Background: an optimization exercise with open tools, aiming at small area and a short achievable clock period. Do not read the settings as production practice. No functional check of the RTL was part of any run shown here.

==> flow/design.v, too long to show whole: its modules and the start of the top module <==
// module LDL_crc32_d8: 40 lines
// module LDL_crc32_dn: 27 lines
// module LDL_crc32_dn_check: 1270 lines
// module crc_lanes: 48 lines
// module crc_fn_inv: 3 lines
// module crc_fn_or3: 3 lines
// module crc_fn_nor3: 3 lines
// module crc_fn_and2: 3 lines
// module crc_fn_and3: 3 lines
// module crc_fn_and4: 3 lines
// module crc_fn_nor2: 3 lines
// module crc_fn_nand2: 3 lines
// module crc_fn_nand3: 3 lines
// module crc_fn_nand4: 3 lines
// module crc_fn_a21oi: 3 lines
// module crc_fn_o21ai: 3 lines
// module crc_fn_a31oi: 3 lines
// module crc_fn_a31o: 3 lines
// module crc_fn_a32oi: 3 lines
// module crc_fn_a32o: 3 lines
// module crc_nand2: 3 lines
// module crc_nor2: 3 lines
// module crc_x2: 3 lines
module LDL_crc32_dn_check #(parameter NUM = 16)(
  input  [8*NUM -1:0]        data,  
  input  [$clog2(NUM) -1:0]  bnum,  
  input         valid,
  input         eof  ,
  output reg    err  ,
  input         rst_n,
  input         clk
);
  // ...
==> flow/flow/run.sh <==
#!/bin/bash
# Layout: the standard ORFS flow (standard.sh) with the standard synthesis, and these
# changes to how the rest of the layout is made:
#  - port buffers are sky130_fd_sc_hd__buf_1 cells (buffer_ports -buffer_cell) instead of
#    the delay-buffer cells buffer_ports picks by default;
#  - after synthesis, the delay cells (clkdlybuf4s*, dlygate*, dlymetal*) join the
#    platform's DONT_USE_CELLS, so placement and repair do not use them;
set -euo pipefail
bash standard.sh synth > make_synth.log 2>&1
export BUFFER_PORTS_ARGS="-buffer_cell sky130_fd_sc_hd__buf_1"
DU="sky130_fd_sc_hd__probe_p_8 sky130_fd_sc_hd__probec_p_8 sky130_fd_sc_hd__lpflow_bleeder_1 sky130_fd_sc_hd__lpflow_clkbufkapwr_1 sky130_fd_sc_hd__lpflow_clkbufkapwr_16 sky130_fd_sc_hd__lpflow_clkbufkapwr_2 sky130_fd_sc_hd__lpflow_clkbufkapwr_4 sky130_fd_sc_hd__lpflow_clkbufkapwr_8 sky130_fd_sc_hd__lpflow_clkinvkapwr_1 sky130_fd_sc_hd__lpflow_clkinvkapwr_16 sky130_fd_sc_hd__lpflow_clkinvkapwr_2 sky130_fd_sc_hd__lpflow_clkinvkapwr_4 sky130_fd_sc_hd__lpflow_clkinvkapwr_8 sky130_fd_sc_hd__lpflow_decapkapwr_12 sky130_fd_sc_hd__lpflow_decapkapwr_3 sky130_fd_sc_hd__lpflow_decapkapwr_4 sky130_fd_sc_hd__lpflow_decapkapwr_6 sky130_fd_sc_hd__lpflow_decapkapwr_8 sky130_fd_sc_hd__lpflow_inputiso0n_1 sky130_fd_sc_hd__lpflow_inputiso0p_1 sky130_fd_sc_hd__lpflow_inputiso1n_1 sky130_fd_sc_hd__lpflow_inputiso1p_1 sky130_fd_sc_hd__lpflow_inputisolatch_1 sky130_fd_sc_hd__lpflow_isobufsrc_1 sky130_fd_sc_hd__lpflow_isobufsrc_16 sky130_fd_sc_hd__lpflow_isobufsrc_2 sky130_fd_sc_hd__lpflow_isobufsrc_4 sky130_fd_sc_hd__lpflow_isobufsrc_8 sky130_fd_sc_hd__lpflow_isobufsrckapwr_16 sky130_fd_sc_hd__lpflow_lsbuf_lh_hl_isowell_tap_1 sky130_fd_sc_hd__lpflow_lsbuf_lh_hl_isowell_tap_2 sky130_fd_sc_hd__lpflow_lsbuf_lh_hl_isowell_tap_4 sky130_fd_sc_hd__lpflow_lsbuf_lh_isowell_4 sky130_fd_sc_hd__lpflow_lsbuf_lh_isowell_tap_1 sky130_fd_sc_hd__lpflow_lsbuf_lh_isowell_tap_2 sky130_fd_sc_hd__lpflow_lsbuf_lh_isowell_tap_4"
DU="$DU sky130_fd_sc_hd__clkdlybuf4s15_1 sky130_fd_sc_hd__clkdlybuf4s15_2 sky130_fd_sc_hd__clkdlybuf4s18_1 sky130_fd_sc_hd__clkdlybuf4s18_2 sky130_fd_sc_hd__clkdlybuf4s25_1 sky130_fd_sc_hd__clkdlybuf4s25_2 sky130_fd_sc_hd__clkdlybuf4s50_1 sky130_fd_sc_hd__clkdlybuf4s50_2 sky130_fd_sc_hd__dlygate4sd1_1 sky130_fd_sc_hd__dlygate4sd2_1 sky130_fd_sc_hd__dlygate4sd3_1 sky130_fd_sc_hd__dlymetal6s2s_1 sky130_fd_sc_hd__dlymetal6s4s_1 sky130_fd_sc_hd__dlymetal6s6s_1"
bash standard.sh "DONT_USE_CELLS=$DU" SETUP_SLACK_MARGIN=15 finish > make_finish.log 2>&1
==> flow/standard.sh <==
#!/bin/bash
# synth_recipe.tcl (not shown) runs the flow's synth.tcl, then flattens the netlist and writes it again
# the make line also repeats each setting of config.mk as NAME=value (left out here)
make -C /OpenROAD-flow-scripts/flow DESIGN_CONFIG=/design/flow/config.mk WORK_HOME=/design/flow/orfs CLKGATE_MAP_FILE= SYNTH_SCRIPT=/design/flow/synth_recipe.tcl "${@:-finish}"
==> flow/config.mk <==
export PLATFORM = sky130hd
export DESIGN_NAME = LDL_crc32_dn_check
export DESIGN_NICKNAME = LDL_crc32_dn_check
export VERILOG_FILES = /design/flow/design.v
export SDC_FILE = /design/flow/constraint.sdc
export NUM_CORES = 4
export LEC_CHECK = 0
export ABC_CLOCK_PERIOD_IN_PS = 1500
export CAP_MARGIN = 20
export CORE_MARGIN = 2
export CORE_UTILIZATION = 50
export CTS_BUF_LIST = sky130_fd_sc_hd__clkbuf_4 sky130_fd_sc_hd__clkbuf_8
export PLACE_DENSITY = 0.75
export SLEW_MARGIN = 20
export SYNTH_HIERARCHICAL = 1
export SYNTH_MINIMUM_KEEP_SIZE = 0
==> flow/constraint.sdc <==
create_clock -name core_clock -period 24.0 [get_ports {clk}]
set_input_delay 4.8000 -clock core_clock [delete_from_list [all_inputs] [get_ports {clk}]]
set_output_delay 4.8000 -clock core_clock [all_outputs]
set_load 0.01 [all_outputs]
==> impl_metrics.csv, run 1 <==
group,metric,value,unit
place,postPlaceCellArea,0.0106,mm2
setup_path,arrival,9.28,ns
synthesis,synth_top_cell_by_area,"xor2_1",
global_route,grt_max_degree,29,
final_layout,drive_above_1_share,28.9,%
synthesis,muxShareOfSynthArea,0,%
global_route,use_met1,60.5,%
synthesis,ys_seq_area_share,6.76,%
route,post-route-drc-count,0,
route,post_drt_wl_per_cell,32.3,um
place,place_hpwl,44300,um
synthesis,ys_top_cells_by_count,"xor2_1 (886), nand2_1 (84), nor2_1 (72)",
floorplanning,io_pins,137,
floorplanning,core,0.0193,mm2
global_route,busiest_layer,"met2",
final_layout,buffer_area_share,9.66,%
route,wl_met2,22700,um
synthesis,netlist_area,0.00978,mm2
global_route,globalRouteMet3Util,14.7,%
final_layout,multi_input_comb_cells,1134,
global_route,antenna_found_initial,0,
synthesis,synth_compound_area_share,4.13,%
final_layout,seq_share,4.45,%
status,status,"complete, no violations",
final_layout,multi_input_area_share,82.9,%
route,ant_nets,0,
setup_path,cp.depth,16,
final_layout,antenna_cells,0,
sta,skew,0.00647,ns
setup_path,required,24.17,ns
synthesis,synth_top_family_by_area,"XOR/XNOR gates",
global_route,grt_pass1_wl,71200,um
setup_path,cpMaxStageDelayCell,"or3_4",
final_layout,mostFrequentLayoutCell,"xor2_1",
final_layout,multi_input_area,0.0123,mm2
setup_path,r2r_slack,19.45,ns
==> inputs of run 2 (changes only) <==
--- a/flow/design.v
+++ b/flow/design.v
@@ -826,17 +826,17 @@
 crc_x2 g362 (.a(t[402]), .b(t[409]), .y(t[505]));
 crc_x2 g363 (.a(t[415]), .b(t[502]), .y(t[506]));
 crc_x2 g364 (.a(t[503]), .b(t[342]), .y(t[507]));
 crc_x2 g365 (.a(t[504]), .b(t[505]), .y(t[508]));
 crc_x2 g366 (.a(t[506]), .b(t[349]), .y(t[509]));
 crc_x2 g367 (.a(t[477]), .b(t[487]), .y(t[510]));
 crc_x2 g368 (.a(t[507]), .b(t[508]), .y(t[511]));
 crc_x2 g369 (.a(t[509]), .b(t[510]), .y(t[512]));
-crc_x2 g370 (.a(t[511]), .b(t[512]), .y(t[513]));
+crc_xn2 g370 (.a(t[511]), .b(t[512]), .y(t[513]));
 crc_x2 g371 (.a(t[34]), .b(t[62]), .y(t[514]));
 crc_x2 g372 (.a(t[117]), .b(t[123]), .y(t[515]));
 crc_x2 g373 (.a(t[150]), .b(t[284]), .y(t[516]));
 crc_x2 g374 (.a(t[514]), .b(t[515]), .y(t[517]));
 crc_x2 g375 (.a(t[162]), .b(t[169]), .y(t[518]));
 crc_x2 g376 (.a(t[185]), .b(t[197]), .y(t[519]));
 crc_x2 g377 (.a(t[396]), .b(t[516]), .y(t[520]));
 crc_x2 g378 (.a(t[517]), .b(t[272]), .y(t[521]));
@@ -844,17 +844,17 @@
 crc_x2 g380 (.a(t[428]), .b(t[518]), .y(t[523]));
 crc_x2 g381 (.a(t[519]), .b(t[520]), .y(t[524]));
 crc_x2 g382 (.a(t[346]), .b(t[444]), .y(t[525]));
 crc_x2 g383 (.a(t[458]), .b(t[464]), .y(t[526]));
 crc_x2 g384 (.a(t[521]), .b(t[522]), .y(t[527]));
 crc_x2 g385 (.a(t[523]), .b(t[524]), .y(t[528]));
 crc_x2 g386 (.a(t[525]), .b(t[526]), .y(t[529]));
 crc_x2 g387 (.a(t[527]), .b(t[528]), .y(t[530]));
-crc_x2 g388 (.a(t[529]), .b(t[530]), .y(t[531]));
+crc_xn2 g388 (.a(t[529]), .b(t[530]), .y(t[531]));
 crc_x2 g389 (.a(t[49]), .b(t[85]), .y(t[532]));
 crc_x2 g390 (.a(t[129]), .b(t[146]), .y(t[533]));
 crc_x2 g391 (.a(t[174]), .b(t[192]), .y(t[534]));
 crc_x2 g392 (.a(t[532]), .b(t[173]), .y(t[535]));
 crc_x2 g393 (.a(t[207]), .b(t[299]), .y(t[536]));
 crc_x2 g394 (.a(t[533]), .b(t[534]), .y(t[537]));
 crc_x2 g395 (.a(t[320]), .b(t[331]), .y(t[538]));
 crc_x2 g396 (.a(t[535]), .b(t[536]), .y(t[539]));
@@ -892,17 +892,17 @@
 crc_x2 g428 (.a(t[568]), .b(t[212]), .y(t[571]));
 crc_x2 g429 (.a(t[569]), .b(t[570]), .y(t[572]));
 crc_x2 g430 (.a(t[279]), .b(t[460]), .y(t[573]));
 crc_x2 g431 (.a(t[461]), .b(t[471]), .y(t[574]));
 crc_x2 g432 (.a(t[571]), .b(t[572]), .y(t[575]));
 crc_x2 g433 (.a(t[493]), .b(t[573]), .y(t[576]));
 crc_x2 g434 (.a(t[574]), .b(t[575]), .y(t[577]));
 crc_x2 g435 (.a(t[495]), .b(t[576]), .y(t[578]));
-crc_x2 g436 (.a(t[577]), .b(t[578]), .y(t[579]));
+crc_xn2 g436 (.a(t[577]), .b(t[578]), .y(t[579]));
 crc_x2 g437 (.a(t[50]), .b(t[54]), .y(t[580]));
 crc_x2 g438 (.a(t[61]), .b(t[153]), .y(t[581]));
 crc_x2 g439 (.a(t[282]), .b(t[580]), .y(t[582]));
 crc_x2 g440 (.a(t[298]), .b(t[375]), .y(t[583]));
 crc_x2 g441 (.a(t[385]), .b(t[387]), .y(t[584]));
 crc_x2 g442 (.a(t[391]), .b(t[581]), .y(t[585]));
 crc_x2 g443 (.a(t[582]), .b(t[218]), .y(t[586]));
 crc_x2 g444 (.a(t[227]), .b(t[265]), .y(t[587]));
@@ -920,17 +920,17 @@
 crc_x2 g456 (.a(t[597]), .b(t[329]), .y(t[599]));
 crc_x2 g457 (.a(t[332]), .b(t[424]), .y(t[600]));
 crc_x2 g458 (.a(t[598]), .b(t[345]), .y(t[601]));
 crc_x2 g459 (.a(t[437]), .b(t[599]), .y(t[602]));
 crc_x2 g460 (.a(t[600]), .b(t[484]), .y(t[603]));
 crc_x2 g461 (.a(t[485]), .b(t[601]), .y(t[604]));
 crc_x2 g462 (.a(t[602]), .b(t[499]), .y(t[605]));
 crc_x2 g463 (.a(t[603]), .b(t[604]), .y(t[606]));
-crc_x2 g464 (.a(t[605]), .b(t[606]), .y(t[607]));
+crc_xn2 g464 (.a(t[605]), .b(t[606]), .y(t[607]));
 crc_x2 g465 (.a(t[35]), .b(t[91]), .y(t[608]));
 crc_x2 g466 (.a(t[107]), .b(t[28]), .y(t[609]));
 crc_x2 g467 (.a(t[29]), .b(t[175]), .y(t[610]));
 crc_x2 g468 (.a(t[290]), .b(t[608]), .y(t[611]));
 crc_x2 g469 (.a(t[209]), .b(t[397]), .y(t[612]));
 crc_x2 g470 (.a(t[609]), .b(t[610]), .y(t[613]));
 crc_x2 g471 (.a(t[611]), .b(t[323]), .y(t[614]));
 crc_x2 g472 (.a(t[333]), .b(t[612]), .y(t[615]));
@@ -967,17 +967,17 @@
 crc_x2 g503 (.a(t[641]), .b(t[642]), .y(t[646]));
 crc_x2 g504 (.a(t[643]), .b(t[198]), .y(t[647]));
 crc_x2 g505 (.a(t[446]), .b(t[454]), .y(t[648]));
 crc_x2 g506 (.a(t[455]), .b(t[644]), .y(t[649]));
 crc_x2 g507 (.a(t[645]), .b(t[646]), .y(t[650]));
 crc_x2 g508 (.a(t[479]), .b(t[647]), .y(t[651]));
 crc_x2 g509 (.a(t[648]), .b(t[649]), .y(t[652]));
 crc_x2 g510 (.a(t[650]), .b(t[651]), .y(t[653]));
-crc_x2 g511 (.a(t[652]), .b(t[653]), .y(t[654]));
+crc_xn2 g511 (.a(t[652]), .b(t[653]), .y(t[654]));
 crc_x2 g512 (.a(t[54]), .b(t[65]), .y(t[655]));
 crc_x2 g513 (.a(t[11]), .b(t[13]), .y(t[656]));
 crc_x2 g514 (.a(t[292]), .b(t[655]), .y(t[657]));
 crc_x2 g515 (.a(t[234]), .b(t[237]), .y(t[658]));
 crc_x2 g516 (.a(t[261]), .b(t[308]), .y(t[659]));
 crc_x2 g517 (.a(t[656]), .b(t[657]), .y(t[660]));
 crc_x2 g518 (.a(t[268]), .b(t[420]), .y(t[661]));
 crc_x2 g519 (.a(t[658]), .b(t[659]), .y(t[662]));
@@ -1009,17 +1009,17 @@
 crc_x2 g545 (.a(t[396]), .b(t[686]), .y(t[688]));
 crc_x2 g546 (.a(t[429]), .b(t[687]), .y(t[689]));
 crc_x2 g547 (.a(t[688]), .b(t[448]), .y(t[690]));
 crc_x2 g548 (.a(t[453]), .b(t[460]), .y(t[691]));
 crc_x2 g549 (.a(t[689]), .b(t[476]), .y(t[692]));
 crc_x2 g550 (.a(t[482]), .b(t[486]), .y(t[693]));
 crc_x2 g551 (.a(t[690]), .b(t[691]), .y(t[694]));
 crc_x2 g552 (.a(t[692]), .b(t[693]), .y(t[695]));
-crc_x2 g553 (.a(t[694]), .b(t[695]), .y(t[696]));
+crc_xn2 g553 (.a(t[694]), .b(t[695]), .y(t[696]));
 crc_x2 g554 (.a(t[1]), .b(t[57]), .y(t[697]));
 crc_x2 g555 (.a(t[101]), .b(t[113]), .y(t[698]));
 crc_x2 g556 (.a(t[23]), .b(t[697]), .y(t[699]));
 crc_x2 g557 (.a(t[698]), .b(t[210]), .y(t[700]));
 crc_x2 g558 (.a(t[301]), .b(t[370]), .y(t[701]));
 crc_x2 g559 (.a(t[699]), .b(t[400]), .y(t[702]));
 crc_x2 g560 (.a(t[426]), .b(t[700]), .y(t[703]));
 crc_x2 g561 (.a(t[701]), .b(t[339]), .y(t[704]));
@@ -1036,17 +1036,17 @@
 crc_x2 g572 (.a(t[713]), .b(t[325]), .y(t[715]));
 crc_x2 g573 (.a(t[422]), .b(t[427]), .y(t[716]));
 crc_x2 g574 (.a(t[714]), .b(t[244]), .y(t[717]));
 crc_x2 g575 (.a(t[347]), .b(t[434]), .y(t[718]));
 crc_x2 g576 (.a(t[715]), .b(t[716]), .y(t[719]));
 crc_x2 g577 (.a(t[485]), .b(t[491]), .y(t[720]));
 crc_x2 g578 (.a(t[717]), .b(t[718]), .y(t[721]));
 crc_x2 g579 (.a(t[719]), .b(t[720]), .y(t[722]));
-crc_x2 g580 (.a(t[721]), .b(t[722]), .y(t[723]));
+crc_xn2 g580 (.a(t[721]), .b(t[722]), .y(t[723]));
 crc_x2 g581 (.a(t[114]), .b(t[138]), .y(t[724]));
 crc_x2 g582 (.a(t[213]), .b(t[354]), .y(t[725]));
 crc_x2 g583 (.a(t[359]), .b(t[186]), .y(t[726]));
 crc_x2 g584 (.a(t[195]), .b(t[255]), .y(t[727]));
 crc_x2 g585 (.a(t[260]), .b(t[724]), .y(t[728]));
 crc_x2 g586 (.a(t[725]), .b(t[226]), .y(t[729]));
 crc_x2 g587 (.a(t[329]), .b(t[416]), .y(t[730]));
 crc_x2 g588 (.a(t[726]), .b(t[727]), .y(t[731]));
@@ -1099,17 +1099,17 @@
 crc_x2 g635 (.a(t[425]), .b(t[774]), .y(t[778]));
 crc_x2 g636 (.a(t[775]), .b(t[776]), .y(t[779]));
 crc_x2 g637 (.a(t[341]), .b(t[347]), .y(t[780]));
 crc_x2 g638 (.a(t[474]), .b(t[777]), .y(t[781]));
 crc_x2 g639 (.a(t[778]), .b(t[779]), .y(t[782]));
 crc_x2 g640 (.a(t[477]), .b(t[481]), .y(t[783]));
 crc_x2 g641 (.a(t[780]), .b(t[781]), .y(t[784]));
 crc_x2 g642 (.a(t[782]), .b(t[783]), .y(t[785]));
-crc_x2 g643 (.a(t[784]), .b(t[785]), .y(t[786]));
+crc_xn2 g643 (.a(t[784]), .b(t[785]), .y(t[786]));
 crc_x2 g644 (.a(t[33]), .b(t[46]), .y(t[787]));
 crc_x2 g645 (.a(t[8]), .b(t[31]), .y(t[788]));
 crc_x2 g646 (.a(t[165]), .b(t[283]), .y(t[789]));
 crc_x2 g647 (.a(t[787]), .b(t[214]), .y(t[790]));
 crc_x2 g648 (.a(t[235]), .b(t[311]), .y(t[791]));
 crc_x2 g649 (.a(t[314]), .b(t[383]), .y(t[792]));
 crc_x2 g650 (.a(t[788]), .b(t[789]), .y(t[793]));
 crc_x2 g651 (.a(t[273]), .b(t[276]), .y(t[794]));
@@ -1117,17 +1117,17 @@
 crc_x2 g653 (.a(t[790]), .b(t[791]), .y(t[796]));
 crc_x2 g654 (.a(t[792]), .b(t[793]), .y(t[797]));
 crc_x2 g655 (.a(t[452]), .b(t[471]), .y(t[798]));
 crc_x2 g656 (.a(t[475]), .b(t[794]), .y(t[799]));
 crc_x2 g657 (.a(t[795]), .b(t[796]), .y(t[800]));
 crc_x2 g658 (.a(t[797]), .b(t[798]), .y(t[801]));
 crc_x2 g659 (.a(t[799]), .b(t[800]), .y(t[802]));
 crc_x2 g660 (.a(t[494]), .b(t[801]), .y(t[803]));
-crc_x2 g661 (.a(t[802]), .b(t[803]), .y(t[804]));
+crc_xn2 g661 (.a(t[802]), .b(t[803]), .y(t[804]));
 crc_x2 g662 (.a(t[99]), .b(t[110]), .y(t[805]));
 crc_x2 g663 (.a(t[111]), .b(t[29]), .y(t[806]));
 crc_x2 g664 (.a(t[154]), .b(t[177]), .y(t[807]));
 crc_x2 g665 (.a(t[288]), .b(t[805]), .y(t[808]));
 crc_x2 g666 (.a(t[158]), .b(t[398]), .y(t[809]));
 crc_x2 g667 (.a(t[806]), .b(t[807]), .y(t[810]));
 crc_x2 g668 (.a(t[808]), .b(t[268]), .y(t[811]));
 crc_x2 g669 (.a(t[276]), .b(t[318]), .y(t[812]));
@@ -1167,17 +1167,17 @@
 crc_x2 g703 (.a(t[405]), .b(t[410]), .y(t[846]));
 crc_x2 g704 (.a(t[842]), .b(t[843]), .y(t[847]));
 crc_x2 g705 (.a(t[844]), .b(t[845]), .y(t[848]));
 crc_x2 g706 (.a(t[242]), .b(t[446]), .y(t[849]));
 crc_x2 g707 (.a(t[447]), .b(t[846]), .y(t[850]));
 crc_x2 g708 (.a(t[847]), .b(t[848]), .y(t[851]));
 crc_x2 g709 (.a(t[849]), .b(t[850]), .y(t[852]));
 crc_x2 g710 (.a(t[851]), .b(t[497]), .y(t[853]));
-crc_x2 g711 (.a(t[852]), .b(t[853]), .y(t[854]));
+crc_xn2 g711 (.a(t[852]), .b(t[853]), .y(t[854]));
 crc_x2 g712 (.a(t[7]), .b(t[44]), .y(t[855]));
 crc_x2 g713 (.a(t[96]), .b(t[115]), .y(t[856]));
 crc_x2 g714 (.a(t[24]), .b(t[149]), .y(t[857]));
 crc_x2 g715 (.a(t[174]), .b(t[359]), .y(t[858]));
 crc_x2 g716 (.a(t[855]), .b(t[856]), .y(t[859]));
 crc_x2 g717 (.a(t[182]), .b(t[228]), .y(t[860]));
 crc_x2 g718 (.a(t[231]), .b(t[373]), .y(t[861]));
 crc_x2 g719 (.a(t[382]), .b(t[398]), .y(t[862]));
@@ -1221,17 +1221,17 @@
 crc_x2 g757 (.a(t[269]), .b(t[315]), .y(t[900]));
 crc_x2 g758 (.a(t[428]), .b(t[898]), .y(t[901]));
 crc_x2 g759 (.a(t[198]), .b(t[433]), .y(t[902]));
 crc_x2 g760 (.a(t[467]), .b(t[899]), .y(t[903]));
 crc_x2 g761 (.a(t[900]), .b(t[901]), .y(t[904]));
 crc_x2 g762 (.a(t[489]), .b(t[902]), .y(t[905]));
 crc_x2 g763 (.a(t[903]), .b(t[904]), .y(t[906]));
 crc_x2 g764 (.a(t[497]), .b(t[905]), .y(t[907]));
-crc_x2 g765 (.a(t[906]), .b(t[907]), .y(t[908]));
+crc_xn2 g765 (.a(t[906]), .b(t[907]), .y(t[908]));
 crc_x2 g766 (.a(t[60]), .b(t[81]), .y(t[909]));
 crc_x2 g767 (.a(t[137]), .b(t[146]), .y(t[910]));
 crc_x2 g768 (.a(t[154]), .b(t[178]), .y(t[911]));
 crc_x2 g769 (.a(t[909]), .b(t[170]), .y(t[912]));
 crc_x2 g770 (.a(t[394]), .b(t[910]), .y(t[913]));
 crc_x2 g771 (.a(t[911]), .b(t[270]), .y(t[914]));
 crc_x2 g772 (.a(t[327]), .b(t[401]), .y(t[915]));
 crc_x2 g773 (.a(t[407]), .b(t[410]), .y(t[916]));
@@ -1269,75 +1269,89 @@
 crc_x2 g805 (.a(t[401]), .b(t[404]), .y(t[948]));
 crc_x2 g806 (.a(t[414]), .b(t[944]), .y(t[949]));
 crc_x2 g807 (.a(t[945]), .b(t[946]), .y(t[950]));
 crc_x2 g808 (.a(t[947]), .b(t[445]), .y(t[951]));
 crc_x2 g809 (.a(t[464]), .b(t[948]), .y(t[952]));
 crc_x2 g810 (.a(t[949]), .b(t[950]), .y(t[953]));
 crc_x2 g811 (.a(t[488]), .b(t[951]), .y(t[954]));
 crc_x2 g812 (.a(t[952]), .b(t[953]), .y(t[955]));
-crc_x2 g813 (.a(t[954]), .b(t[955]), .y(t[956]));
+crc_xn2 g813 (.a(t[954]), .b(t[955]), .y(t[956]));
 crc_x2 g814 (.a(t[90]), .b(t[92]), .y(t[957]));
 crc_x2 g815 (.a(t[97]), .b(t[8]), .y(t[958]));
 crc_x2 g816 (.a(t[132]), .b(t[187]), .y(t[959]));
 crc_x2 g817 (.a(t[350]), .b(t[957]), .y(t[960]));
 crc_x2 g818 (.a(t[197]), .b(t[216]), .y(t[961]));
 crc_x2 g819 (.a(t[230]), .b(t[233]), .y(t[962]));
 crc_x2 g820 (.a(t[304]), .b(t[958]), .y(t[963]));
 crc_x2 g821 (.a(t[959]), .b(t[960]), .y(t[964]));
 crc_x2 g822 (.a(t[238]), .b(t[420]), .y(t[965]));
 crc_x2 g823 (.a(t[961]), .b(t[962]), .y(t[966]));
 crc_x2 g824 (.a(t[963]), .b(t[964]), .y(t[967]));
 crc_x2 g825 (.a(t[451]), .b(t[465]), .y(t[968]));
 crc_x2 g826 (.a(t[965]), .b(t[966]), .y(t[969]));
 crc_x2 g827 (.a(t[967]), .b(t[488]), .y(t[970]));
 crc_x2 g828 (.a(t[968]), .b(t[969]), .y(t[971]));
 crc_x2 g829 (.a(t[498]), .b(t[970]), .y(t[972]));
-crc_x2 g830 (.a(t[971]), .b(t[972]), .y(t[973]));
+crc_xn2 g830 (.a(t[971]), .b(t[972]), .y(t[973]));
 crc_x2 g831 (.a(t[89]), .b(t[90]), .y(t[974]));
 crc_x2 g832 (.a(t[26]), .b(t[135]), .y(t[975]));
 crc_x2 g833 (.a(t[289]), .b(t[361]), .y(t[976]));
 crc_x2 g834 (.a(t[974]), .b(t[312]), .y(t[977]));
 crc_x2 g835 (.a(t[397]), .b(t[975]), .y(t[978]));
 crc_x2 g836 (.a(t[976]), .b(t[402]), .y(t[979]));
 crc_x2 g837 (.a(t[421]), .b(t[430]), .y(t[980]));
 crc_x2 g838 (.a(t[977]), .b(t[978]), .y(t[981]));
 crc_x2 g839 (.a(t[343]), .b(t[441]), .y(t[982]));
 crc_x2 g840 (.a(t[447]), .b(t[457]), .y(t[983]));
 crc_x2 g841 (.a(t[463]), .b(t[469]), .y(t[984]));
 crc_x2 g842 (.a(t[979]), .b(t[980]), .y(t[985]));
 crc_x2 g843 (.a(t[981]), .b(t[982]), .y(t[986]));
 crc_x2 g844 (.a(t[983]), .b(t[984]), .y(t[987]));
 crc_x2 g845 (.a(t[985]), .b(t[986]), .y(t[988]));
-crc_x2 g846 (.a(t[987]), .b(t[988]), .y(t[989]));
+crc_xn2 g846 (.a(t[987]), .b(t[988]), .y(t[989]));
 crc_x2 g847 (.a(t[40]), .b(t[98]), .y(t[990]));
 crc_x2 g848 (.a(t[21]), .b(t[990]), .y(t[991]));
 crc_x2 g849 (.a(t[169]), .b(t[195]), .y(t[992]));
 crc_x2 g850 (.a(t[228]), .b(t[296]), .y(t[993]));
 crc_x2 g851 (.a(t[313]), .b(t[380]), .y(t[994]));
 crc_x2 g852 (.a(t[991]), .b(t[219]), .y(t[995]));
 crc_x2 g853 (.a(t[239]), .b(t[432]), .y(t[996]));
 crc_x2 g854 (.a(t[992]), .b(t[993]), .y(t[997]));
 crc_x2 g855 (.a(t[994]), .b(t[338]), .y(t[998]));
 crc_x2 g856 (.a(t[341]), .b(t[995]), .y(t[999]));
 crc_x2 g857 (.a(t[996]), .b(t[997]), .y(t[1000]));
 crc_x2 g858 (.a(t[483]), .b(t[998]), .y(t[1001]));
 crc_x2 g859 (.a(t[999]), .b(t[1000]), .y(t[1002]));
 crc_x2 g860 (.a(t[498]), .b(t[1001]), .y(t[1003]));
-crc_x2 g861 (.a(t[1002]), .b(t[1003]), .y(t[1004]));
-wire [31:0] z = {t[1004], t[989], t[973], t[956], t[942], t[925], t[908], t[895], t[874], t[854], t[835], t[821], t[804], t[786], t[771], t[755], t[738], t[723], t[710], t[696], t[684], t[669], t[654], t[636], t[622], t[607], t[595], t[579], t[564], t[548], t[531], t[513]} ^ 32'hd3088d4f;
+crc_xn2 g861 (.a(t[1002]), .b(t[1003]), .y(t[1004]));
+wire [31:0] match = {t[1004], t[989], t[973], t[956], t[942], t[925], t[908], t[895], t[874], t[854], t[835], t[821], t[804], t[786], t[771], t[755], t[738], t[723], t[710], t[696], t[684], t[669], t[654], t[636], t[622], t[607], t[595], t[579], t[564], t[548], t[531], t[513]};
+wire [31:0] z = match ^ 32'h2144df1c;
+wire [7:0] g;
+wire [1:0] h;
+wire nvr;
+crc_fn_nand4 u_g0 (.a(match[0]), .b(match[1]), .c(match[2]), .d(match[3]), .y(g[0]));
+crc_fn_nand4 u_g1 (.a(match[4]), .b(match[5]), .c(match[6]), .d(match[7]), .y(g[1]));
+crc_fn_nand4 u_g2 (.a(match[8]), .b(match[9]), .c(match[10]), .d(match[11]), .y(g[2]));
+crc_fn_nand4 u_g3 (.a(match[12]), .b(match[13]), .c(match[14]), .d(match[15]), .y(g[3]));
+crc_fn_nand4 u_g4 (.a(match[16]), .b(match[17]), .c(match[18]), .d(match[19]), .y(g[4]));
+crc_fn_nand4 u_g5 (.a(match[20]), .b(match[21]), .c(match[22]), .d(match[23]), .y(g[5]));
+crc_fn_nand4 u_g6 (.a(match[24]), .b(match[25]), .c(match[26]), .d(match[27]), .y(g[6]));
+crc_fn_nand4 u_g7 (.a(match[28]), .b(match[29]), .c(match[30]), .d(match[31]), .y(g[7]));
+crc_fn_nor4  u_h0 (.a(g[0]), .b(g[1]), .c(g[2]), .d(g[3]), .y(h[0]));
+crc_fn_nor4  u_h1 (.a(g[4]), .b(g[5]), .c(g[6]), .d(g[7]), .y(h[1]));
+crc_fn_nand3 u_vr (.a(valid), .b(eof), .c(rst_n), .y(nvr));
+wire err_d;
+crc_fn_a21oi u_err (.a1(h[0]), .a2(h[1]), .b1(nvr), .y(err_d));
 always @(posedge clk) begin
-    if (!rst_n) begin
-        s   <= '1;
-        err <= 1'b0;
-    end else if (valid) begin
-        s   <= eof ? '1 : z;
-        err <= eof && (z != 32'hdebb20e3);
-    end else
-        err <= 1'b0;
+    if (!rst_n)
+        s <= '1;
+    else if (valid)
+        s <= eof ? '1 : z;
+    err <= err_d;
 end
 endmodule
 module crc_lanes (input eof, input [3:0] bnum, output [15:1] en, output [15:1] dis);
 wire [3:0] b = bnum;
 wire e = eof;
 wire nb3, nz, eb3;
 wire [15:9] y;     
 crc_fn_inv   u_nb3 (.a(b[3]), .y(nb3));
@@ -1408,16 +1422,19 @@
 assign y = ~(a & b);
 endmodule
 module crc_fn_nand3 (input a, input b, input c, output y);
 assign y = ~(a & b & c);
 endmodule
 module crc_fn_nand4 (input a, input b, input c, input d, output y);
 assign y = ~(a & b & c & d);
 endmodule
+module crc_fn_nor4 (input a, input b, input c, input d, output y);
+assign y = ~(a | b | c | d);
+endmodule
 module crc_fn_a21oi (input a1, input a2, input b1, output y);
 assign y = ~((a1 & a2) | b1);
 endmodule
 module crc_fn_o21ai (input a1, input a2, input b1, output y);
 assign y = ~((a1 | a2) & b1);
 endmodule
 module crc_fn_a31oi (input a1, input a2, input a3, input b1, output y);
 assign y = ~((a1 & a2 & a3) | b1);
@@ -1432,11 +1449,14 @@
 assign y = (a1 & a2 & a3) | (b1 & b2);
 endmodule
 module crc_nand2 (input a, input b, output y);
 assign y = ~(a & b);
 endmodule
 module crc_nor2 (input a, input b, output y);
 assign y = ~(a | b);
 endmodule
+module crc_xn2 (input a, input b, output y);
+assign y = ~(a ^ b);
+endmodule
 module crc_x2 (input a, input b, output y);
 assign y = a ^ b;
 endmodule
--- a/flow/flow/run.sh
+++ b/flow/flow/run.sh
@@ -5,9 +5,9 @@
 #    the delay-buffer cells buffer_ports picks by default;
 #  - after synthesis, the delay cells (clkdlybuf4s*, dlygate*, dlymetal*) join the
 #    platform's DONT_USE_CELLS, so placement and repair do not use them;
 set -euo pipefail
 bash standard.sh synth > make_synth.log 2>&1
 export BUFFER_PORTS_ARGS="-buffer_cell sky130_fd_sc_hd__buf_1"
 DU="sky130_fd_sc_hd__probe_p_8 sky130_fd_sc_hd__probec_p_8 sky130_fd_sc_hd__lpflow_bleeder_1 sky130_fd_sc_hd__lpflow_clkbufkapwr_1 sky130_fd_sc_hd__lpflow_clkbufkapwr_16 sky130_fd_sc_hd__lpflow_clkbufkapwr_2 sky130_fd_sc_hd__lpflow_clkbufkapwr_4 sky130_fd_sc_hd__lpflow_clkbufkapwr_8 sky130_fd_sc_hd__lpflow_clkinvkapwr_1 sky130_fd_sc_hd__lpflow_clkinvkapwr_16 sky130_fd_sc_hd__lpflow_clkinvkapwr_2 sky130_fd_sc_hd__lpflow_clkinvkapwr_4 sky130_fd_sc_hd__lpflow_clkinvkapwr_8 sky130_fd_sc_hd__lpflow_decapkapwr_12 sky130_fd_sc_hd__lpflow_decapkapwr_3 sky130_fd_sc_hd__lpflow_decapkapwr_4 sky130_fd_sc_hd__lpflow_decapkapwr_6 sky130_fd_sc_hd__lpflow_decapkapwr_8 sky130_fd_sc_hd__lpflow_inputiso0n_1 sky130_fd_sc_hd__lpflow_inputiso0p_1 sky130_fd_sc_hd__lpflow_inputiso1n_1 sky130_fd_sc_hd__lpflow_inputiso1p_1 sky130_fd_sc_hd__lpflow_inputisolatch_1 sky130_fd_sc_hd__lpflow_isobufsrc_1 sky130_fd_sc_hd__lpflow_isobufsrc_16 sky130_fd_sc_hd__lpflow_isobufsrc_2 sky130_fd_sc_hd__lpflow_isobufsrc_4 sky130_fd_sc_hd__lpflow_isobufsrc_8 sky130_fd_sc_hd__lpflow_isobufsrckapwr_16 sky130_fd_sc_hd__lpflow_lsbuf_lh_hl_isowell_tap_1 sky130_fd_sc_hd__lpflow_lsbuf_lh_hl_isowell_tap_2 sky130_fd_sc_hd__lpflow_lsbuf_lh_hl_isowell_tap_4 sky130_fd_sc_hd__lpflow_lsbuf_lh_isowell_4 sky130_fd_sc_hd__lpflow_lsbuf_lh_isowell_tap_1 sky130_fd_sc_hd__lpflow_lsbuf_lh_isowell_tap_2 sky130_fd_sc_hd__lpflow_lsbuf_lh_isowell_tap_4"
 DU="$DU sky130_fd_sc_hd__clkdlybuf4s15_1 sky130_fd_sc_hd__clkdlybuf4s15_2 sky130_fd_sc_hd__clkdlybuf4s18_1 sky130_fd_sc_hd__clkdlybuf4s18_2 sky130_fd_sc_hd__clkdlybuf4s25_1 sky130_fd_sc_hd__clkdlybuf4s25_2 sky130_fd_sc_hd__clkdlybuf4s50_1 sky130_fd_sc_hd__clkdlybuf4s50_2 sky130_fd_sc_hd__dlygate4sd1_1 sky130_fd_sc_hd__dlygate4sd2_1 sky130_fd_sc_hd__dlygate4sd3_1 sky130_fd_sc_hd__dlymetal6s2s_1 sky130_fd_sc_hd__dlymetal6s4s_1 sky130_fd_sc_hd__dlymetal6s6s_1"
-bash standard.sh "DONT_USE_CELLS=$DU" SETUP_SLACK_MARGIN=15 finish > make_finish.log 2>&1
+bash standard.sh "DONT_USE_CELLS=$DU" SETUP_SLACK_MARGIN=14 finish > make_finish.log 2>&1
--- a/flow/config.mk
+++ b/flow/config.mk
@@ -5,12 +5,13 @@
 export SDC_FILE = /design/flow/constraint.sdc
 export NUM_CORES = 4
 export LEC_CHECK = 0
 export ABC_CLOCK_PERIOD_IN_PS = 1500
 export CAP_MARGIN = 20
 export CORE_MARGIN = 2
 export CORE_UTILIZATION = 50
 export CTS_BUF_LIST = sky130_fd_sc_hd__clkbuf_4 sky130_fd_sc_hd__clkbuf_8
+export GPL_ROUTABILITY_DRIVEN = 0
 export PLACE_DENSITY = 0.75
 export SLEW_MARGIN = 20
 export SYNTH_HIERARCHICAL = 1
 export SYNTH_MINIMUM_KEEP_SIZE = 0
==> impl_metrics.csv, run 2 <==
group,metric,value,unit
clocking,cts_sinks,33,
final_layout,fillers,1850,
clocking,post_cts_buffers,0,
final_layout,largest_register_ffs,32,
floorplanning,rows,51,
route,first_pass_iters,12,
synthesis,synth_area_leaders,"xor2_1 (77%), dfxtp_1 (6.7%), nor2_1 (3.4%), nor3b_1 (2.4%), xnor2_1 (2.0%)",
route,num_vias,9869,
synthesis,synth_top_family_by_area,"XOR/XNOR gates",
setup_path,cp-end-kind,"flip-flop",
synthesis,synth_top_area_share,77.1,%
sta,fin_setup_tns,0,ns
final_layout,mostFrequentLayoutCell,"xor2_1",
global_route,antenna_found_initial,1,
floorplanning,die_height,145,um
setup_path,arrival,10.19,ns
floorplanning,core,0.0195,mm2
synthesis,synth_fa_ha_area_share,0,%
global_route,grt_pass1_vias,9415,
sta,tightest_slew,1.05,ns
clocking,clock_latency,0.29,ns
synthesis,ys_top_cells_by_count,"xor2_1 (871), nor2_1 (90), nand2_1 (50)",
synthesis,synth_most_common_cell,"xor2_1",
final_layout,multi_input_area,0.00930,mm2
synthesis,netlist_area,0.00990,mm2
setup_path,critPathLaunchType,"primary input",
global_route,grt_max_degree,53,
synthesis,muxShareOfSynthArea,0,%
route,avgViaCountPerCell,6.18,
final_layout,final_cell_area,0.0109,mm2
final_layout,ff_latch_area,661,um2
clocking,htreeDepth,2,
final_layout,drive_above_1_share,2.93,%
place,dp_cells,1590,
route,wirelength,45300,um
setup_path,max_stage_delay,0.78,ns
route,first_iter_violations,1950,
clocking,ctsRootBufferMaster,"clkbuf_8",
synthesis,synth-simple-area-share,9.99,%
setup_path,critPathTopFamily,"XOR/XNOR gates",
sta,setup_viol,0,
setup_path,crit_top_cell,"xor2_1",
floorplanning,io_pins,137,
synthesis,postSynthCellCount,1195,
place,place_hpwl,37700,um
synthesis,synth_compound_area_share,3.50,%
setup_path,required,24.17,ns
setup_path,worstPathBufferInverterCount,1,
clocking,ctsResizeCount,2,
final_layout,antenna_cells,0,
final_layout,fin_cells,1597,
route,post_drt_wl_per_cell,28.4,um
synthesis,syn_avg_cell_area,8.28,um2
final_layout,largest-register,"s",
global_route,grt_pass1_wl,62200,um
final_layout,final_nets,1468,
sta,maxSlewViolCount,0,
setup_path,crit_type,"primary input to flip-flop",
status,status,"complete, no violations",
flow_run,maxCapViolCount,0,
clocking,cts_buffer_depth,2,
sta,max_freq,99.8,MHz
global_route,grt-ovfl-total,0,
synthesis,ys_warn_count,7,
clocking,hold_buffers,0,
setup_path,path_max_fanout,30,
route,ant_nets,0,
floorplanning,die_x,145,um
final_layout,area_delta_synth_final,10.5,%
final_layout,layout_common_cells,"xor2_1 (855), buf_1 (141), nor2_1 (88)",
synthesis,ys_seq_area_share,6.67,%
synthesis,synth_cell_type_count,27,
sta,rsz0062_at_grt,"false",
synthesis,synth_ff_type,"dfxtp_1",
place,port_buffers,136,
floorplanning,initial_core_util,50.9,%
final_layout,top_regs,"s (32), err (1)",
route,post-route-drc-count,0,
synthesis,synth_seq_cells,33,
setup_path,crit_chain,"buf_1, or3_2, and4_1, nor2_1, xor2_2, xor2_2, xor2_2, xor2_1, xor2_1, xor2_1, xor2_1, xor2_1, nand4_1, nor4_2, a21oi_2",
sta,finalCritPeriodShare,41.7,%
sta,slew_headroom,30.1,%
clocking,cts_tree,"built",
synthesis,synth-xor-area-share,79.1,%
sta,skew,0.00671,ns
synthesis,synthArstFlopShare,0,%
sta,fin_crit,10.02,ns
sta,final-hold-violation-count,0,
sta,whs,0.524,ns
global_route,grt_util_all_layers,42.5,%
final_layout,utilization,56.2,%
synthesis,synth_top_cell_by_area,"xor2_1",
setup_path,cpMaxStageDelayCell,"or3_2",
place,postPlaceCellArea,0.0107,mm2
synthesis,synth_edf_count,0,
clocking,clk_pin_slew,0.06,ns
floorplanning,die-area,0.0209,mm2
clocking,cts_made_buffers,5,
synthesis,syn-num-nets,1331,
hold_path,hold_class,"flip-flop to flip-flop",
## run 2: cell types whose count changed after synthesis, moves of 15 or more
cell / change
nand2_1: -34
xor2_1: -15
o21ai_0: +17
xnor2_1: +15
nor3b_1: +32
nor2_1: +18
o22ai_1: -17
o2bb2ai_1: -15
## run 2: per-stage QoR
stage               setup WS (ns)
CTS                         14.06
finish                      13.98
global route                14.02
floorplan                   15.19
global placement            13.53
detailed placement          13.49
## run 2: modules after synthesis (local to each module, per instance), excerpt
module	copies in the design	flip-flops and latches	area, um2	cells
crc_fn_a31o	1	0	8.76	1
crc_fn_and3	1	0	6.26	1
crc_nand2	49	0	3.75	1
crc_fn_nand2	1	0	3.75	1
crc_fn_a21oi	2	0	8.76	1
crc_xn2	15	0	8.76	1
crc_x2	847	0	8.76	1
crc_fn_and4	6	0	8.76	1
crc_fn_a32o	7	0	10.0	1
crc_fn_inv	2	0	3.75	1
crc_fn_and2	1	0	6.26	1
crc_fn_a32oi	7	0	8.76	1
crc_fn_a31oi	1	0	6.26	1
crc_fn_or3	1	0	6.26	1
crc_fn_o21ai	1	0	5.00	1
## run 2: cell type report
| cell class | instances | area share [%] |
|---|---|---|
| sequential | 33 | 6.04 |
| multi-input combinational | 1147 | 85.1 |
| clock buffer | 7 | 0.824 |
| timing repair buffer | 143 | 4.93 |
| inverter | 2 | 0.103 |
| tap | 265 | 3.03 |
## run 2: logic make-up after synthesis
kind of cell | Yosys count
xor+xnor | 894
simple gates | 202
compound gates | 51
flops | 33
buf+inv | 15
## run 2: final timing paths
kind	startpoint	endpoint	slack [ns]	cells after the start
worst max register to register	s[7]$_SDFFE_PN1P_	err$_DFF_P_	19.40	14
worst min register to register	s[0]$_SDFFE_PN1P_	s[0]$_SDFFE_PN1P_	0.52	2
worst min-delay path	s[0]$_SDFFE_PN1P_	s[0]$_SDFFE_PN1P_	0.52	2
worst max-delay path	bnum[1]	err$_DFF_P_	13.98	15
## run 2: routing by layer
metal	vias up	track usage [%]	part of all wire [%]
met2	1122	58.9	37
met1	4381	52.3	35
met3	342	17.6	18
met4	0	31.1	10
met5	-	0	0
li1	4024	-	-
## run 2: worst min-delay path: stages, from the launching register on
cell     delay [ns]
dfxtp_1        0.32
nor2_1         0.07
o21ai_0        0.08

-- what the ideal ports hide --
In the flow no input, the clock included, has a driving cell. The finished layouts below were timed again as built, in two steps. Step 1 assumes that a clkbuf_16 drives the clock port and a buf_2 every other input. Step 2 moves the port delays by t, midway between the first and last clock arrival at a register: inputs arrive t later, outputs are due t later. That takes back most of the time a late clock gives input paths. Three values: ideal ports, drivers, drivers and shift; two values: the first two.
| run | t (ns) | setup slack, ns | worst register clock-pin slew, ns |
|---|---|---|---|
| run 1 | 0.322 | 14.892 / 14.898 / 14.576 | 0.07 / 0.07 |
| run 2 | 0.314 | 13.983 / 13.988 / 13.674 | 0.07 / 0.07 |
After both steps setup and hold are still met in every run listed. The setup slack of run 1, which loses most, moves by +0.006 ns with the drivers and by -0.316 ns with both steps.
